This design comes from an exercise in tuning for small area on the open sky130 flow, not from production work. In this exercise RTL edits were held to simulation tests only and were not proved equivalent to the original.

==> inputs of ember <==
## Paso_Banda
module Paso_Banda (
  input  wire signed [20:0] u,
  input  wire clk, rst, EN,
  output wire signed [20:0] y1, y2, y3
);
Settings: LEC_CHECK=0, CAP_MARGIN=20, CORE_MARGIN=2, CORE_UTILIZATION=55, CTS_BUF_LIST=sky130_fd_sc_hd__clkbuf_4 sky130_fd_sc_hd__clkbuf_8, CTS_CLUSTER_DIAMETER=64, CTS_CLUSTER_SIZE=22, SLEW_MARGIN=20, SYNTH_HIERARCHICAL=1; clock period 25.0 ns.
standard.sh (not shown) runs the stock make flow with config.mk's settings and CLKGATE_MAP_FILE= SYNTH_SCRIPT=/design/flow/synth_recipe.tcl, a recipe that flattens the netlist after the stock synthesis.
==> flow/flow/run.sh <==
#!/bin/bash
# The standard layout (standard.sh: ORFS synthesis through finish), with
# one change: the input and output port buffers that global placement adds
# use the smallest buffer cell (buf_1) instead of the default delay buffer.
# make's full output goes to standard.log; ORFS keeps each step's log under
# orfs/logs/.
set -euo pipefail
export BUFFER_PORTS_ARGS="-buffer_cell sky130_fd_sc_hd__buf_1"
bash standard.sh > standard.log 2>&1
==> sierra (differences from ember) <==
CORE_UTILIZATION = 40   (was 55)
CTS_BUF_LIST = sky130_fd_sc_hd__clkbuf_8   (was sky130_fd_sc_hd__clkbuf_4 sky130_fd_sc_hd__clkbuf_8)
==> metrics.yaml <==
status: "complete, no violations"
fin_crit_ns: 24.18
buffers: 182
area_delta_synth_final_pct: 6.668
min-delay-start: "s_hi2.f1[17]$_DFFE_PP0P_"
setup_ws_ns: 0.8220
fmax_mhz: 41.36
clockBufferCount: 72
tightest_slew_ns: 1.080
clock_area_share_pct: 2.473
drt-met1-wl_um: 71470
top_layer: "met5"
r2r_cells: 66
holdPathStages: 2
nWellTaps: 2058
(the above is from sierra)
==> metrics.yaml <==
tightest_slew_ns: 1.059
clockBufferCount: 77
area_delta_synth_final_pct: 5.188
status: "complete, no violations"
setup_ws_ns: 1.006
buffers: 178
nWellTaps: 1500
holdPathStages: 1
fmax_mhz: 41.68
top_layer: "met4"
r2r_cells: 67
drt-met1-wl_um: 69820
min-delay-start: "s_mid1.t[0]$_DFFE_PP0P_"
fin_crit_ns: 23.99
(the above is from ember)

==> inputs of trial 6 <==
Another version of the RTL of Paso_Banda (not shown whole).
clock: 25.0 ns
lec_check: 0
cap_margin: 20
core_margin: 2
core_utilization: 40
cts_buf_list: sky130_fd_sc_hd__clkbuf_8
cts_cluster_diameter: 64
cts_cluster_size: 22
slew_margin: 20
synth_hierarchical: 1
Scripts as last shown in full above: flow/flow/run.sh
==> inputs of trial 72, as changes to trial 6 <==
==> flow/run.sh (new file) <==
#!/bin/bash
# synth_recipe.tcl (not shown) runs the flow's synth.tcl, then flattens the netlist and writes it again
# the make line also repeats each setting of config.mk as NAME=value (left out here)
make -C /OpenROAD-flow-scripts/flow DESIGN_CONFIG=/design/flow/config.mk WORK_HOME=/design/flow/orfs CLKGATE_MAP_FILE= SYNTH_SCRIPT=/design/flow/synth_recipe.tcl finish
CORE_UTILIZATION = 60   (was 40)
CTS_CLUSTER_DIAMETER = 70   (was 64)
CTS_CLUSTER_SIZE = 24   (was 22)
removed: flow/flow/run.sh
removed: flow/standard.sh
==> results.sh <==
export IMPL_drt_iter0_drc=2534
export IMPL_dr_pass1_iters=6
export IMPL_sh_seq_area=0.1702
export IMPL_place_area_sq_um=65150
export IMPL_hold_end="s_low2.t[0]"
export IMPL_gp_congestion=0.9098
export IMPL_clkbuf_count=71
export IMPL_grt_max_degree=98
export IMPL_die_height_microns=399.9
export IMPL_status="no timing/DRC/antenna violations"
export IMPL_route_top_layer_used="met5"
export IMPL_htreeDepth=3
-- figures above: trial 6

==> results.sh <==
export IMPL_sh_seq_area=0.1715
export IMPL_dr_pass1_iters=7
export IMPL_gp_congestion=0.9343
export IMPL_htreeDepth=2
export IMPL_hold_end="s_low1.mcr[0]"
export IMPL_status="no timing/DRC/antenna violations"
export IMPL_place_area_sq_um=64830
export IMPL_route_top_layer_used="met4"
export IMPL_clkbuf_count=61
-- figures above: trial 72


==> inputs of v17 <==
Another version of the RTL of Paso_Banda (not shown whole).
clock: 25.0 ns
lec_check: 0
cap_margin: 20
core_margin: 2
core_utilization: 40
cts_buf_list: sky130_fd_sc_hd__clkbuf_8
cts_cluster_diameter: 70
cts_cluster_size: 24
slew_margin: 20
synth_hierarchical: 1
run.sh (not shown) runs the stock make flow with config.mk's settings and CLKGATE_MAP_FILE= SYNTH_SCRIPT=/design/flow/synth_recipe.tcl, a recipe that flattens the netlist after the stock synthesis.
Stock flow here: none of the scripts above is used.
==> inputs of v31, as changes to v17 <==
--- a/flow/design.v
+++ b/flow/design.v
@@ -4,14 +4,15 @@
 );
   assign s = a ^ b ^ c;
   assign co = (a & b) | (a & c) | (b & c);
 endmodule
 module Filtro_low1 (
   input  wire clk, rst, EN,
   input  wire [20:0] x,
+  input  wire [20:0] xm,
   output wire [10:0] y
 );
   reg [20:0] f1;
   reg [10:0] t;
   reg [20:0] m2r;
   reg [8:0] mcr;
   wire low1_n0 = f1[2] ^ f1[0];
@@ -443,21 +444,14 @@
   wire low1_n425, low1_n426;
   Sumador u_low1_n425 (.a(x[20]), .b(low1_n424), .c(low1_n367), .s(low1_n425), .co(low1_n426));
   wire low1_n427 = ~low1_n426;
   wire low1_n428, low1_n429;
   Sumador u_low1_n428 (.a(low1_n427), .b(x[20]), .c(low1_n372), .s(low1_n428), .co(low1_n429));
   wire [22:0] R0 = {low1_n429, ~low1_n428, low1_n425, low1_n423, low1_n421, low1_n419, low1_n417, low1_n414, low1_n412, low1_n409, low1_n406, low1_n403, low1_n400, low1_n397, low1_n394, low1_n391, low1_n388, low1_n385, low1_n383, low1_n381, low1_n379, low1_n377, low1_n374};
   wire [20:0] xs = x;
-  wire [20:0] xz;
-  assign xz[0] = 1'b1;
-  genvar gi;
-  generate for (gi = 1; gi < 21; gi = gi + 1) begin : dz
-    assign xz[gi] = xz[gi-1] & ~xs[gi-1];
-  end endgenerate
-  wire [20:0] xm = {xz[20], xs[19:0] ^ xz[19:0]};
   wire So = (~S[21] & (|S[20:20]));
   wire Su = (S[21] & ~(&S[20:20]));
   wire [20:0] fk = (So & xs[20]) ? xm : (Su & ~xs[20]) ? {1'b1, xs[19:0]} : (~R0[22] & (|R0[21:20])) ? 21'h0FFFFF : (R0[22] & ~(&R0[21:20])) ? 21'h100000 : R0[20:0];
   wire low1_n430 = f1[0] ^ low1_n63;
   wire low1_n431 = f1[0] & low1_n63;
   wire low1_n432, low1_n433;
   Sumador u_low1_n432 (.a(f1[1]), .b(low1_n431), .c(low1_n66), .s(low1_n432), .co(low1_n433));
@@ -1487,14 +1481,15 @@
       mcr <= mc;
     end
   end
 endmodule
 module Filtro_mid1 (
   input  wire clk, rst, EN,
   input  wire [20:0] x,
+  input  wire [20:0] xm,
   output wire [19:0] y
 );
   reg [20:0] f1;
   reg [18:0] t;
   reg [19:0] m2r;
   reg [17:0] mcr;
   wire mid1_n0 = f1[2] ^ f1[0];
@@ -1896,21 +1891,14 @@
   wire mid1_n395, mid1_n396;
   Sumador u_mid1_n395 (.a(x[20]), .b(mid1_n343), .c(mid1_n394), .s(mid1_n395), .co(mid1_n396));
   wire mid1_n397 = ~mid1_n394;
   wire mid1_n398, mid1_n399;
   Sumador u_mid1_n398 (.a(mid1_n397), .b(mid1_n346), .c(mid1_n396), .s(mid1_n398), .co(mid1_n399));
   wire [22:0] R0 = {mid1_n399, ~mid1_n398, ~mid1_n395, mid1_n393, mid1_n390, mid1_n388, mid1_n386, mid1_n383, mid1_n380, mid1_n378, mid1_n376, mid1_n374, mid1_n372, mid1_n370, mid1_n368, mid1_n365, mid1_n362, mid1_n360, mid1_n358, mid1_n356, mid1_n354, mid1_n352, mid1_n349};
   wire [20:0] xs = x;
-  wire [20:0] xz;
-  assign xz[0] = 1'b1;
-  genvar gi;
-  generate for (gi = 1; gi < 21; gi = gi + 1) begin : dz
-    assign xz[gi] = xz[gi-1] & ~xs[gi-1];
-  end endgenerate
-  wire [20:0] xm = {xz[20], xs[19:0] ^ xz[19:0]};
   wire So = (~S[21] & (|S[20:20]));
   wire Su = (S[21] & ~(&S[20:20]));
   wire [20:0] fk = (So & xs[20]) ? xm : (Su & ~xs[20]) ? {1'b1, xs[19:0]} : (~R0[22] & (|R0[21:20])) ? 21'h0FFFFF : (R0[22] & ~(&R0[21:20])) ? 21'h100000 : R0[20:0];
   wire mid1_n400 = ~f1[1];
   wire mid1_n401 = ~f1[0];
   wire mid1_n402 = mid1_n400 ^ mid1_n401;
   wire mid1_n403 = mid1_n400 & mid1_n401;
@@ -3007,14 +2995,15 @@
       f2 <= f1;
     end
   end
 endmodule
 module Filtro_hi1 (
   input  wire clk, rst, EN,
   input  wire [20:0] x,
+  input  wire [20:0] xm,
   output wire [20:0] y
 );
   reg [20:0] f1;
   reg [20:0] t;
   reg [20:0] m2r;
   reg [20:0] mcr;
   wire hi1_n0 = f1[2] ^ f1[0];
@@ -3439,21 +3428,14 @@
   wire hi1_n418, hi1_n419;
   Sumador u_hi1_n418 (.a(x[20]), .b(hi1_n359), .c(hi1_n417), .s(hi1_n418), .co(hi1_n419));
   wire hi1_n420 = ~x[20];
   wire hi1_n421, hi1_n422;
   Sumador u_hi1_n421 (.a(hi1_n363), .b(hi1_n419), .c(hi1_n420), .s(hi1_n421), .co(hi1_n422));
   wire [22:0] R0 = {~hi1_n422, hi1_n421, hi1_n418, hi1_n416, hi1_n413, hi1_n410, hi1_n407, hi1_n404, hi1_n402, hi1_n400, hi1_n398, hi1_n396, hi1_n393, hi1_n391, hi1_n389, hi1_n386, hi1_n383, hi1_n380, hi1_n377, hi1_n374, hi1_n371, hi1_n368, hi1_n365};
   wire [20:0] xs = x;
-  wire [20:0] xz;
-  assign xz[0] = 1'b1;
-  genvar gi;
-  generate for (gi = 1; gi < 21; gi = gi + 1) begin : dz
-    assign xz[gi] = xz[gi-1] & ~xs[gi-1];
-  end endgenerate
-  wire [20:0] xm = {xz[20], xs[19:0] ^ xz[19:0]};
   wire So = (~S[21] & (|S[20:20]));
   wire Su = (S[21] & ~(&S[20:20]));
   wire [20:0] fk = (So & xs[20]) ? xm : (Su & ~xs[20]) ? {1'b1, xs[19:0]} : (~R0[22] & (|R0[21:20])) ? 21'h0FFFFF : (R0[22] & ~(&R0[21:20])) ? 21'h100000 : R0[20:0];
   wire hi1_n423 = f1[0] ^ hi1_n49;
   wire hi1_n424 = f1[0] & hi1_n49;
   wire hi1_n425, hi1_n426;
   Sumador u_hi1_n425 (.a(f1[1]), .b(hi1_n424), .c(hi1_n51), .s(hi1_n425), .co(hi1_n426));
@@ -5159,17 +5141,24 @@
   end
 endmodule
 module Paso_Banda (
   input  wire signed [20:0] u,
   input  wire clk, rst, EN,
   output wire signed [20:0] y1, y2, y3
 );
+  wire [20:0] uz;
+  assign uz[0] = 1'b1;
+  genvar gi;
+  generate for (gi = 1; gi < 21; gi = gi + 1) begin : dz
+    assign uz[gi] = uz[gi-1] & ~u[gi-1];
+  end endgenerate
+  wire [20:0] um = {uz[20], u[19:0] ^ uz[19:0]};
   wire [10:0] c_low;
-  Filtro_low1 s_low1 (.clk(clk), .rst(rst), .EN(EN), .x(u), .y(c_low));
+  Filtro_low1 s_low1 (.clk(clk), .rst(rst), .EN(EN), .x(u), .xm(um), .y(c_low));
   Filtro_low2 s_low2 (.clk(clk), .rst(rst), .EN(EN), .x(c_low), .y(y1));
   wire [19:0] c_mid;
-  Filtro_mid1 s_mid1 (.clk(clk), .rst(rst), .EN(EN), .x(u), .y(c_mid));
+  Filtro_mid1 s_mid1 (.clk(clk), .rst(rst), .EN(EN), .x(u), .xm(um), .y(c_mid));
   Filtro_mid2 s_mid2 (.clk(clk), .rst(rst), .EN(EN), .x(c_mid), .y(y2));
   wire [20:0] c_hi;
-  Filtro_hi1 s_hi1 (.clk(clk), .rst(rst), .EN(EN), .x(u), .y(c_hi));
+  Filtro_hi1 s_hi1 (.clk(clk), .rst(rst), .EN(EN), .x(u), .xm(um), .y(c_hi));
   Filtro_hi2 s_hi2 (.clk(clk), .rst(rst), .EN(EN), .x(c_hi), .y(y3));
 endmodule
Settings changed: CORE_UTILIZATION 40 to 55, CTS_CLUSTER_DIAMETER 70 to 60, CTS_CLUSTER_SIZE 24 to 20.
==> qor summary <==
quantity                                                                              v17             v31
Status                                                                     finished clean  finished clean
Worst Hold Launch                                                             s_low2.t[0]     s_hi2.t[20]
Synthesized Nets                                                                     7263            7095
Met1 Use GR                                                                         30.2%           43.0%
Detail Route met2 WL                                                              76.0 mm         76.8 mm
Top-area cell type share of the netlist area                                        51.3%           52.0%
Number of non-clock inverters                                                         701             694
GRT Util Overall                                                                    20.7%           29.3%
Final Worst Setup Slack                                                           1.04 ns         1.01 ns
Total number of tap cells                                                            2072            1500
Mux cell area share after synthesis                                                 4.13%           3.70%
Vias in the first global route                                                      44600           43600
Total half-perimeter wirelength after legalization and detailed placement          127 mm          126 mm
Inst Count DP                                                                        7409            6718
First-pass GRT wire length                                                         261 mm          260 mm
Global-route track usage on met2                                                    32.9%           46.5%
Pre-Repair DR Iteration Count                                                           7               6
Clock latency at the later pin of the worst-skew pair                             0.81 ns         0.75 ns

==> port drivers added, routing unchanged <==
Ports are ideal in the flow. The routed layouts listed here were re-timed in OpenROAD. Step 1: set_driving_cell puts a clkbuf_16 on clk and a buf_2 on each other input, an assumption about the parent block. Step 2 adds t to the input delays and takes it off the output delays; t is the mean of the earliest and latest rising clock arrival at the registers after step 1. Input paths then give back, and output paths get back, about the clock's delay inside the block. a / b / c = no drivers / after step 1 / after step 2; a / b = the first two.
| run | shift t [ns] | slack for setup (ns) | worst setup path after step 2 | worst register clock-pin slew, ns | pins driven straight from the clock port |
|---|---|---|---|---|---|
| ember | 0.783 | 1.006 / 0.936 / 1.020 | register to register | 0.11 / 0.11 | 1 |
| sierra | 0.867 | 0.822 / 0.742 / 0.880 | register to register | 0.12 / 0.12 | 1 |
| trial 6 | 0.871 | 1.067 / 1.067 / 1.067 | register to register | 0.10 / 0.10 | 1 |
| trial 72 | 0.866 | 0.998 / 0.998 / 0.998 | register to register | 0.11 / 0.11 | 1 |
| v17 | 0.871 | 1.038 / 1.038 / 1.038 | register to register | 0.11 / 0.11 | 1 |
| v31 | 0.793 | 1.011 / 1.011 / 1.011 | register to register | 0.10 / 0.10 | 1 |
After both steps every run listed still meets setup and hold.
